From an optimization exercise on the open Yosys and OpenROAD flow, aimed at small area and a short achievable clock period; shortcuts taken in it are not production practice.
In this exercise RTL edits were held to simulation tests only and were not proved equivalent to the original.
The clock port is modelled as an ideal driver, which makes a skipped or thinned clock tree look cheaper than it is; a real chip needs a root buffer or a tree.
Power is estimated from default activity; no workload was simulated.

## game_logic
module game_logic(
	input clock,
	input resetn,
	input button1,
	input button0,
	input [7:0]player_input,
	output reg [2:0] colour,
	output [9:0] x,
	output [8:0] y,
	output reg plot
);
Size: about 210 flip-flops, about 0.0092 mm2 of cells after synthesis.
clock: 8.0 ns
lec_check: 0
cap_margin: 20
core_margin: 2
core_utilization: 40
slew_margin: 20
standard.sh (not shown) runs the stock make flow with config.mk's settings and CLKGATE_MAP_FILE= SYNTH_SCRIPT=/design/flow/synth_recipe.tcl, a recipe that flattens the netlist after the stock synthesis.
==> flow/flow/run.sh <==
#!/bin/bash
set -euo pipefail
MARGIN=${MARGIN:-5.6}
KNOBS="CORE_UTILIZATION=55 SETUP_SLACK_MARGIN=$MARGIN CTS_BUF_LIST=sky130_fd_sc_hd__clkbuf_8"
bash standard.sh $KNOBS cts > standard_cts.log 2>&1
R=orfs/results/sky130hd/game_logic/base
ODB=$R/4_cts.odb ODB_OUT=$R/4_cts.odb openroad -no_init -exit flow/drop_root.tcl > drop_root.log 2>&1
bash standard.sh $KNOBS finish > standard.log 2>&1
==> flow/flow/drop_root.tcl <==
# Remove the clock tree's root buffer: the clock port drives the tree's first
# level of buffers directly (two to four cell pins), which takes one buffer
# delay out of every register's clock arrival alike.
read_db $::env(ODB)
set block [ord::get_db_block]
set port_net [$block findNet clock]
set drv ""
foreach it [$port_net getITerms] {
  lappend drv $it
}
if { [llength $drv] != 1 } { error "clock port net has [llength $drv] cell pins" }
set root [[lindex $drv 0] getInst]
set root_name [$root getName]
set out_net ""
foreach it [$root getITerms] {
  if { [$it isOutputSignal] } { set out_net [$it getNet] }
}
set loads {}
foreach it [$out_net getITerms] {
  if { [$it getInst] != $root } { lappend loads $it }
}
puts "root $root_name drives [llength $loads] pins on [$out_net getName]"
if { [llength $loads] > 4 } { error "too many loads for the clock port" }
foreach it $loads {
  $it disconnect
  $it connect $port_net
}
odb::dbInst_destroy $root
odb::dbNet_destroy $out_net
puts "clock port now drives [llength [$port_net getITerms]] cell pins"
write_db $::env(ODB_OUT)
The starting point finished clean.
Rerun with:
==> flow/flow/run.sh (replaced) <==
#!/bin/bash
set -euo pipefail
MARGIN=${MARGIN:-5.6}
bash standard.sh CORE_UTILIZATION=55 SETUP_SLACK_MARGIN=$MARGIN finish > standard.log 2>&1
removed: flow/flow/drop_root.tcl
Count of clock-buffer cells in the layout falls by 7.
Sequential power barely changes.
Routed wire length falls slightly.
Rerun with:
==> flow/flow/run.sh (replaced) <==
#!/bin/bash
set -euo pipefail
MARGIN=${MARGIN:-5.6}
KNOBS="CORE_UTILIZATION=55 SETUP_SLACK_MARGIN=$MARGIN"
bash standard.sh $KNOBS cts > standard_cts.log 2>&1
R=orfs/results/sky130hd/game_logic/base
ODB=$R/4_cts.odb ODB_OUT=$R/4_cts.odb openroad -no_init -exit flow/drop_root.tcl > drop_root.log 2>&1
bash standard.sh $KNOBS finish > standard.log 2>&1
==> flow/flow/drop_root.tcl (new file) <==
# Remove the clock tree's root buffer: the clock port drives the tree's first
# level of buffers directly (two to four cell pins), which takes one buffer
# delay out of every register's clock arrival alike.
read_db $::env(ODB)
set block [ord::get_db_block]
set port_net [$block findNet clock]
set drv ""
foreach it [$port_net getITerms] {
  lappend drv $it
}
if { [llength $drv] != 1 } { error "clock port net has [llength $drv] cell pins" }
set root [[lindex $drv 0] getInst]
set root_name [$root getName]
set out_net ""
foreach it [$root getITerms] {
  if { [$it isOutputSignal] } { set out_net [$it getNet] }
}
set loads {}
foreach it [$out_net getITerms] {
  if { [$it getInst] != $root } { lappend loads $it }
}
puts "root $root_name drives [llength $loads] pins on [$out_net getName]"
if { [llength $loads] > 4 } { error "too many loads for the clock port" }
foreach it $loads {
  $it disconnect
  $it connect $port_net
}
odb::dbInst_destroy $root
odb::dbNet_destroy $out_net
puts "clock port now drives [llength [$port_net getITerms]] cell pins"
write_db $::env(ODB_OUT)
Utilization hardly moves.
Total power is lower by 0.98%.
Register-to-register slack got worse by 0.18 ns.
Clock-buffer cell count is lower by 1.
Worst setup slack improved by 0.14 ns.
Non-clock buffer count is higher by 9.
Die area stays the same.

---

Another version of the RTL of game_logic (not shown whole).
For scale: roughly 1000 cells after synthesis, ~200 flip-flops, about 35 I/O pins, roughly 9100 um^2 of cells after synthesis.
export LEC_CHECK = 0
export CAP_MARGIN = 20
export CORE_MARGIN = 2
export CORE_UTILIZATION = 40
export SLEW_MARGIN = 20
create_clock -name core_clock -period 8.0 [get_ports {clock}]
==> flow/flow/run.sh <==
#!/bin/bash
# The standard layout, with these changes:
# - the port buffers that every input and output gets are buf_2 cells (ORFS
#   picks a slow delay cell otherwise, which its repair then leaves alone);
# - denser core (68 %) and larger clock-tree sink clusters (fewer leaf buffers);
# - after clock tree synthesis, flow/clock_top.tcl rebuilds the top of the
#   tree: the leaf buffers stay, everything above them is replaced by 4
#   buffers that the clock port drives directly, one per quarter of the core,
#   so every register's clock arrives earlier, all alike.
# The clock period, constraints and every other step are unchanged.
set -euo pipefail
MARGIN=${MARGIN:-5.7}
KNOBS="CORE_UTILIZATION=68 SETUP_SLACK_MARGIN=$MARGIN CTS_CLUSTER_SIZE=25 CTS_CLUSTER_DIAMETER=80"
PORTS="BUFFER_PORTS_ARGS=-buffer_cell sky130_fd_sc_hd__buf_2"
bash standard.sh $KNOBS "$PORTS" cts > standard_cts.log 2>&1
R=orfs/results/sky130hd/game_logic/base
ODB=$R/4_cts.odb ODB_OUT=$R/4_cts.odb openroad -no_init -exit flow/clock_top.tcl > clock_top.log 2>&1
bash standard.sh $KNOBS "$PORTS" finish > standard.log 2>&1
Other scripts of this flow, unchanged in this note and not shown: flow/flow/clock_top.tcl
Rerun with:
--- a/flow/flow/run.sh
+++ b/flow/flow/run.sh
@@ -11,5 +11,5 @@
 set -euo pipefail
 MARGIN=${MARGIN:-5.7}
-KNOBS="CORE_UTILIZATION=68 SETUP_SLACK_MARGIN=$MARGIN CTS_CLUSTER_SIZE=25 CTS_CLUSTER_DIAMETER=80"
+KNOBS="CORE_UTILIZATION=68 SETUP_SLACK_MARGIN=$MARGIN CTS_CLUSTER_SIZE=20 CTS_CLUSTER_DIAMETER=50"
 PORTS="BUFFER_PORTS_ARGS=-buffer_cell sky130_fd_sc_hd__buf_2"
 bash standard.sh $KNOBS "$PORTS" cts > standard_cts.log 2>&1
Combinational power hardly moves; die area stays the same; synthesized area does not change.

---

game_logic, a different RTL version from the one above (not shown whole).
Size in the first run: roughly 200 flip-flops, roughly 35 I/O pins.
## game_logic
module game_logic(
	input clock,
	input resetn,
	input button1,
	input button0,
	input [7:0]player_input,
	output reg [2:0] colour,
	output [9:0] x,
	output [8:0] y,
	output reg plot
);
clock: 8.0 ns
lec_check: 0
cap_margin: 20
core_margin: 2
core_utilization: 40
slew_margin: 20
==> flow/flow/run.sh <==
#!/bin/bash
# The standard layout, with these changes:
# - the port buffers that every input and output gets are buf_2 cells (ORFS
#   picks a slow delay cell otherwise, which its repair then leaves alone);
# - denser core (68 %) and larger clock-tree sink clusters (fewer leaf buffers);
# - after clock tree synthesis, flow/clock_top.tcl rebuilds the top of the
#   tree: the leaf buffers stay, everything above them is replaced by 4
#   buffers that the clock port drives directly, one per quarter of the core,
#   so every register's clock arrives earlier, all alike.  The two levels
#   are inverters (clkinv_8 at the top, clkinv_16 at the leaves), which are
#   faster than buffers; two inversions keep every register on the rising
#   edge of the clock port.
# The clock period, constraints and every other step are unchanged.
set -euo pipefail
MARGIN=${MARGIN:-5.7}
KNOBS="CORE_UTILIZATION=68 SETUP_SLACK_MARGIN=$MARGIN CTS_CLUSTER_SIZE=25 CTS_CLUSTER_DIAMETER=60"
PORTS="BUFFER_PORTS_ARGS=-buffer_cell sky130_fd_sc_hd__buf_2"
bash standard.sh $KNOBS "$PORTS" cts > standard_cts.log 2>&1
R=orfs/results/sky130hd/game_logic/base
LEAF_CELL=sky130_fd_sc_hd__inv_16 TOP_CELL=sky130_fd_sc_hd__clkinv_8 ODB=$R/4_cts.odb ODB_OUT=$R/4_cts.odb openroad -no_init -exit flow/clock_top.tcl > clock_top.log 2>&1
bash standard.sh $KNOBS "$PORTS" finish > standard.log 2>&1
==> flow/flow/clock_top.tcl <==
read_db $::env(ODB)
set block [ord::get_db_block]
set port_net [$block findNet clock]

proc out_net { inst } {
  foreach it [$inst getITerms] {
    if { [$it isOutputSignal] } { return [$it getNet] }
  }
  foreach it [$inst getITerms] {
    if { [[$it getMTerm] getIoType] == "OUTPUT" } { return [$it getNet] }
  }
  return ""
}
proc in_iterm { inst } {
  foreach it [$inst getITerms] {
    if { [$it isInputSignal] } { return $it }
  }
  return ""
}
# a clock buffer whose output drives something (CTS also adds buffers with a
# free output as dummy loads; those count as sinks)
proc is_dummy { inst } {
  if { ![string match "sky130_fd_sc_hd__clkbuf_*" [[$inst getMaster] getName]] } { return 0 }
  return [expr {![is_buf $inst]}]
}
proc is_buf { inst } {
  if { ![string match "sky130_fd_sc_hd__clkbuf_*" [[$inst getMaster] getName]] } { return 0 }
  set onet [out_net $inst]
  if { $onet == "" || $onet == "NULL" } { return 0 }
  return [expr {[llength [$onet getITerms]] > 1}]
}

# walk the tree from the port
set upper {}
set leaves {}
set front [list $port_net]
while { [llength $front] } {
  set next {}
  foreach net $front {
    foreach it [$net getITerms] {
      if { ![$it isInputSignal] } { continue }
      set inst [$it getInst]
      if { ![is_buf $inst] } { continue }
      set onet [out_net $inst]
      set drives_buf 0
      set drives_sink 0
      foreach lt [$onet getITerms] {
        if { [$lt getInst] == $inst } { continue }
        if { [is_dummy [$lt getInst]] } { continue }
        if { [is_buf [$lt getInst]] } { set drives_buf 1 } else { set drives_sink 1 }
      }
      if { $drives_sink } {
        if { $drives_buf } {
          puts "[$inst getName] drives both buffers and registers: the tree is left as it is"
          write_db $::env(ODB_OUT)
          exit
        }
        lappend leaves $inst
      } else {
        lappend upper $inst
        lappend next $onet
      }
    }
  }
  set front $next
}
foreach it [$port_net getITerms] {
  if { ![is_buf [$it getInst]] } { error "the clock port drives a non-buffer" }
}
puts "[llength $upper] upper buffers, [llength $leaves] leaf buffers"
if { [llength $leaves] < 5 } {
  puts "too few leaves: the tree is left as it is"
  write_db $::env(ODB_OUT)
  exit
}

# replace a cell by one of another master, keeping its input and output nets
proc replace_cell { inst master } {
  set block [$inst getBlock]
  set name [$inst getName]
  set in_net [[in_iterm $inst] getNet]
  set o_net [out_net $inst]
  set loc [$inst getLocation]
  odb::dbInst_destroy $inst
  set ni [odb::dbInst_create $block $master $name]
  $ni setLocation [lindex $loc 0] [lindex $loc 1]
  $ni setPlacementStatus PLACED
  foreach it [$ni getITerms] {
    set sig [[$it getMTerm] getSigType]
    if { $sig == "POWER" || $sig == "GROUND" } { continue }
    if { [$it isOutputSignal] } { $it connect $o_net } elseif { [$it isInputSignal] } { $it connect $in_net }
  }
  return $ni
}
if { [info exists ::env(LEAF_CELL)] } {
  set lm [[$block getDataBase] findMaster $::env(LEAF_CELL)]
  set leaves [lmap b $leaves {replace_cell $b $lm}]
  puts "leaf buffers are now $::env(LEAF_CELL)"
}

# remove the upper levels, with any dummy loads on their nets
set dummy_list {}
foreach net [concat [list $port_net] [lmap b $upper {out_net $b}]] {
  foreach it [$net getITerms] {
    set inst [$it getInst]
    if { [$it isInputSignal] && [is_dummy $inst] } { lappend dummy_list $inst }
  }
}
set dummies [llength $dummy_list]
foreach inst $dummy_list { odb::dbInst_destroy $inst }
foreach b $leaves { [in_iterm $b] disconnect }
foreach b $upper {
  set onet [out_net $b]
  odb::dbInst_destroy $b
  odb::dbNet_destroy $onet
}
puts "removed [llength $upper] upper buffers and $dummies dummy loads"

# split the leaves into 4 groups: halves by x, then each half by y
proc centre { inst } {
  set bb [$inst getBBox]
  return [list [expr {([$bb xMin] + [$bb xMax]) / 2}] [expr {([$bb yMin] + [$bb yMax]) / 2}]]
}
set pts {}
foreach b $leaves { lappend pts [concat [list $b] [centre $b]] }
set pts [lsort -integer -index 1 $pts]
set h [expr {[llength $pts] / 2}]
set groups {}
foreach half [list [lrange $pts 0 [expr {$h - 1}]] [lrange $pts $h end]] {
  set half [lsort -integer -index 2 $half]
  set q [expr {[llength $half] / 2}]
  lappend groups [lrange $half 0 [expr {$q - 1}]] [lrange $half $q end]
}
set db [$block getDataBase]
set top_cell sky130_fd_sc_hd__clkbuf_16
if { [info exists ::env(TOP_CELL)] } { set top_cell $::env(TOP_CELL) }
set master [$db findMaster $top_cell]

set n 0
foreach grp $groups {
  incr n
  set nb [odb::dbInst_create $block $master "clkbuf_top_${n}_clock"]
  set nnet [odb::dbNet_create $block "clknet_top_${n}_clock"]
  $nnet setSigType CLOCK
  set sx 0; set sy 0
  foreach p $grp {
    [in_iterm [lindex $p 0]] connect $nnet
    incr sx [lindex $p 1]; incr sy [lindex $p 2]
  }
  $nb setLocation [expr {$sx / [llength $grp]}] [expr {$sy / [llength $grp]}]
  $nb setPlacementStatus PLACED
  foreach nit [$nb getITerms] {
    set sig [[$nit getMTerm] getSigType]
    if { $sig == "POWER" || $sig == "GROUND" } { continue }
    if { [$nit isOutputSignal] } { $nit connect $nnet } elseif { [$nit isInputSignal] } { $nit connect $port_net }
  }
  puts "clkbuf_top_${n}_clock drives [llength $grp] leaf buffers"
}
puts "clock port now drives [llength [$port_net getITerms]] cell pins"
detailed_placement
check_placement
write_db $::env(ODB_OUT)
Change:
==> flow/flow/run.sh (replaced) <==
#!/bin/bash
# The standard layout, with these changes:
# - the port buffers that every input and output gets are buf_2 cells (ORFS
#   picks a slow delay cell otherwise, which its repair then leaves alone);
# - denser core (62 %) and larger clock-tree sink clusters (fewer leaf buffers);
# - after clock tree synthesis, flow/clock_top.tcl rebuilds the top of the
#   tree: the leaf buffers stay, everything above them is replaced by 4
#   buffers that the clock port drives directly, one per quarter of the core,
#   so every register's clock arrives earlier, all alike.  The two levels
#   are inverters (clkinv_16 at the top, inv_16 at the leaves), which are
#   faster than buffers; two inversions keep every register on the rising
#   edge of the clock port.
# The clock period, constraints and every other step are unchanged.
set -euo pipefail
MARGIN=${MARGIN:-5.85}
KNOBS="CORE_UTILIZATION=62 SETUP_SLACK_MARGIN=$MARGIN CTS_CLUSTER_SIZE=25 CTS_CLUSTER_DIAMETER=60"
PORTS="BUFFER_PORTS_ARGS=-buffer_cell sky130_fd_sc_hd__buf_2"
bash standard.sh $KNOBS "$PORTS" cts > standard_cts.log 2>&1
R=orfs/results/sky130hd/game_logic/base
LEAF_CELL=sky130_fd_sc_hd__inv_16 TOP_CELL=sky130_fd_sc_hd__clkinv_16 ODB=$R/4_cts.odb ODB_OUT=$R/4_cts.odb openroad -no_init -exit flow/clock_top.tcl > clock_top.log 2>&1
bash standard.sh $KNOBS "$PORTS" finish > standard.log 2>&1
What happened: Flip-flop and latch count does not change. Final cell count is higher slightly. Area after synthesis is unchanged. Cell area is higher by a few percent. Count of clock-buffer cells in the layout does not change. Critical path depth is lower by 6. Die area is higher by roughly a tenth.
Change:
==> flow/flow/run.sh (replaced) <==
#!/bin/bash
# The standard layout, with these changes:
# - the port buffers that every input and output gets are buf_2 cells (ORFS
#   picks a slow delay cell otherwise, which its repair then leaves alone);
# - denser core (68 %) and larger clock-tree sink clusters (fewer leaf buffers);
# - after clock tree synthesis, flow/clock_top.tcl rebuilds the top of the
#   tree: the leaf buffers stay, everything above them is replaced by 4
#   buffers that the clock port drives directly, one per quarter of the core,
#   so every register's clock arrives earlier, all alike.  The two levels
#   are inverters (clkinv_8 at the top, clkinv_16 at the leaves), which are
#   faster than buffers; two inversions keep every register on the rising
#   edge of the clock port.
# The clock period, constraints and every other step are unchanged.
set -euo pipefail
MARGIN=${MARGIN:-5.7}
KNOBS="CORE_UTILIZATION=68 SETUP_SLACK_MARGIN=$MARGIN CTS_CLUSTER_SIZE=25 CTS_CLUSTER_DIAMETER=60"
PORTS="BUFFER_PORTS_ARGS=-buffer_cell sky130_fd_sc_hd__buf_2"
bash standard.sh $KNOBS "$PORTS" cts > standard_cts.log 2>&1
R=orfs/results/sky130hd/game_logic/base
LEAF_CELL=sky130_fd_sc_hd__clkinv_16 TOP_CELL=sky130_fd_sc_hd__clkinv_8 ODB=$R/4_cts.odb ODB_OUT=$R/4_cts.odb openroad -no_init -exit flow/clock_top.tcl > clock_top.log 2>&1
bash standard.sh $KNOBS "$PORTS" finish > standard.log 2>&1
Result: Final cell count fell by 1.4%. Wire length barely changes. Die area drops by 8.5%. Power decreases by 2.0%. Maximum frequency goes down by 3.8%.
Change:
--- a/flow/flow/run.sh
+++ b/flow/flow/run.sh
@@ -9,3 +9,3 @@
 #   so every register's clock arrives earlier, all alike.  The two levels
-#   are inverters (clkinv_8 at the top, clkinv_16 at the leaves), which are
+#   are inverters (clkinv_16 at the top, inv_16 at the leaves), which are
 #   faster than buffers; two inversions keep every register on the rising
@@ -14,3 +14,3 @@
 set -euo pipefail
-MARGIN=${MARGIN:-5.7}
+MARGIN=${MARGIN:-5.8}
 KNOBS="CORE_UTILIZATION=68 SETUP_SLACK_MARGIN=$MARGIN CTS_CLUSTER_SIZE=25 CTS_CLUSTER_DIAMETER=60"
@@ -19,3 +19,3 @@
 R=orfs/results/sky130hd/game_logic/base
-LEAF_CELL=sky130_fd_sc_hd__clkinv_16 TOP_CELL=sky130_fd_sc_hd__clkinv_8 ODB=$R/4_cts.odb ODB_OUT=$R/4_cts.odb openroad -no_init -exit flow/clock_top.tcl > clock_top.log 2>&1
+LEAF_CELL=sky130_fd_sc_hd__inv_16 TOP_CELL=sky130_fd_sc_hd__clkinv_16 ODB=$R/4_cts.odb ODB_OUT=$R/4_cts.odb openroad -no_init -exit flow/clock_top.tcl > clock_top.log 2>&1
 bash standard.sh $KNOBS "$PORTS" finish > standard.log 2>&1
Result: The new run ran to the end with no violations; non-clock buffer count went up by 8; combinational power rose by about 1%; count of clock-buffer cells in the layout stays the same; sequential power hardly moves; power is about the same; clock skew shrinks by 0.014 ns; synthesized cell count is unchanged.

static timing again, ports no longer ideal:
In the flow no input, the clock included, has a driving cell. The finished layouts below were timed again as built, in two steps. Step 1: set_driving_cell puts a clkbuf_16 on clock and a buf_2 on each other input, an assumption about the parent block. Step 2 adds t to the input delays and takes it off the output delays; t is the mean of the earliest and latest rising clock arrival at the registers after step 1. Input paths then give back, and output paths get back, about the clock's delay inside the block. Slacks: no drivers / after step 1 / after step 2; pairs: no drivers / after step 1.
run | shift t [ns] | setup WS [ns] | worst setup path at the end | slew at the worst register clock pin (ns)
the first run of note 1 | 0.412 | 5.564 / 5.493 / 5.236 | input to register | 0.07 / 0.07
the second run of note 1 | 0.547 | 5.402 / 5.357 / 5.098 | input to register | 0.06 / 0.06
the third run of note 1 | 0.422 | 5.539 / 5.483 / 5.205 | input to register | 0.06 / 0.06
the first run of note 2 | 0.381 | 5.614 / 5.528 / 5.587 | input to register | 0.10 / 0.10
the second run of note 2 | 0.542 | 5.428 / 5.383 / 5.611 | input to register | 0.08 / 0.08
the first run of note 3 | 0.351 | 5.676 / 5.544 / 5.631 | input to register | 0.09 / 0.09
the second run of note 3 | 0.402 | 5.752 / 5.525 / 5.688 | input to register | 0.08 / 0.08
the third run of note 3 | 0.347 | 5.664 / 5.556 / 5.614 | input to register | 0.07 / 0.07
the fourth run of note 3 | 0.385 | 5.742 / 5.515 / 5.650 | input to register | 0.08 / 0.08
After both steps setup and hold are still met in every run listed. For the third run of note 1, which loses most, drivers alone change the setup slack by -0.056 ns; drivers and shift together by -0.334 ns.
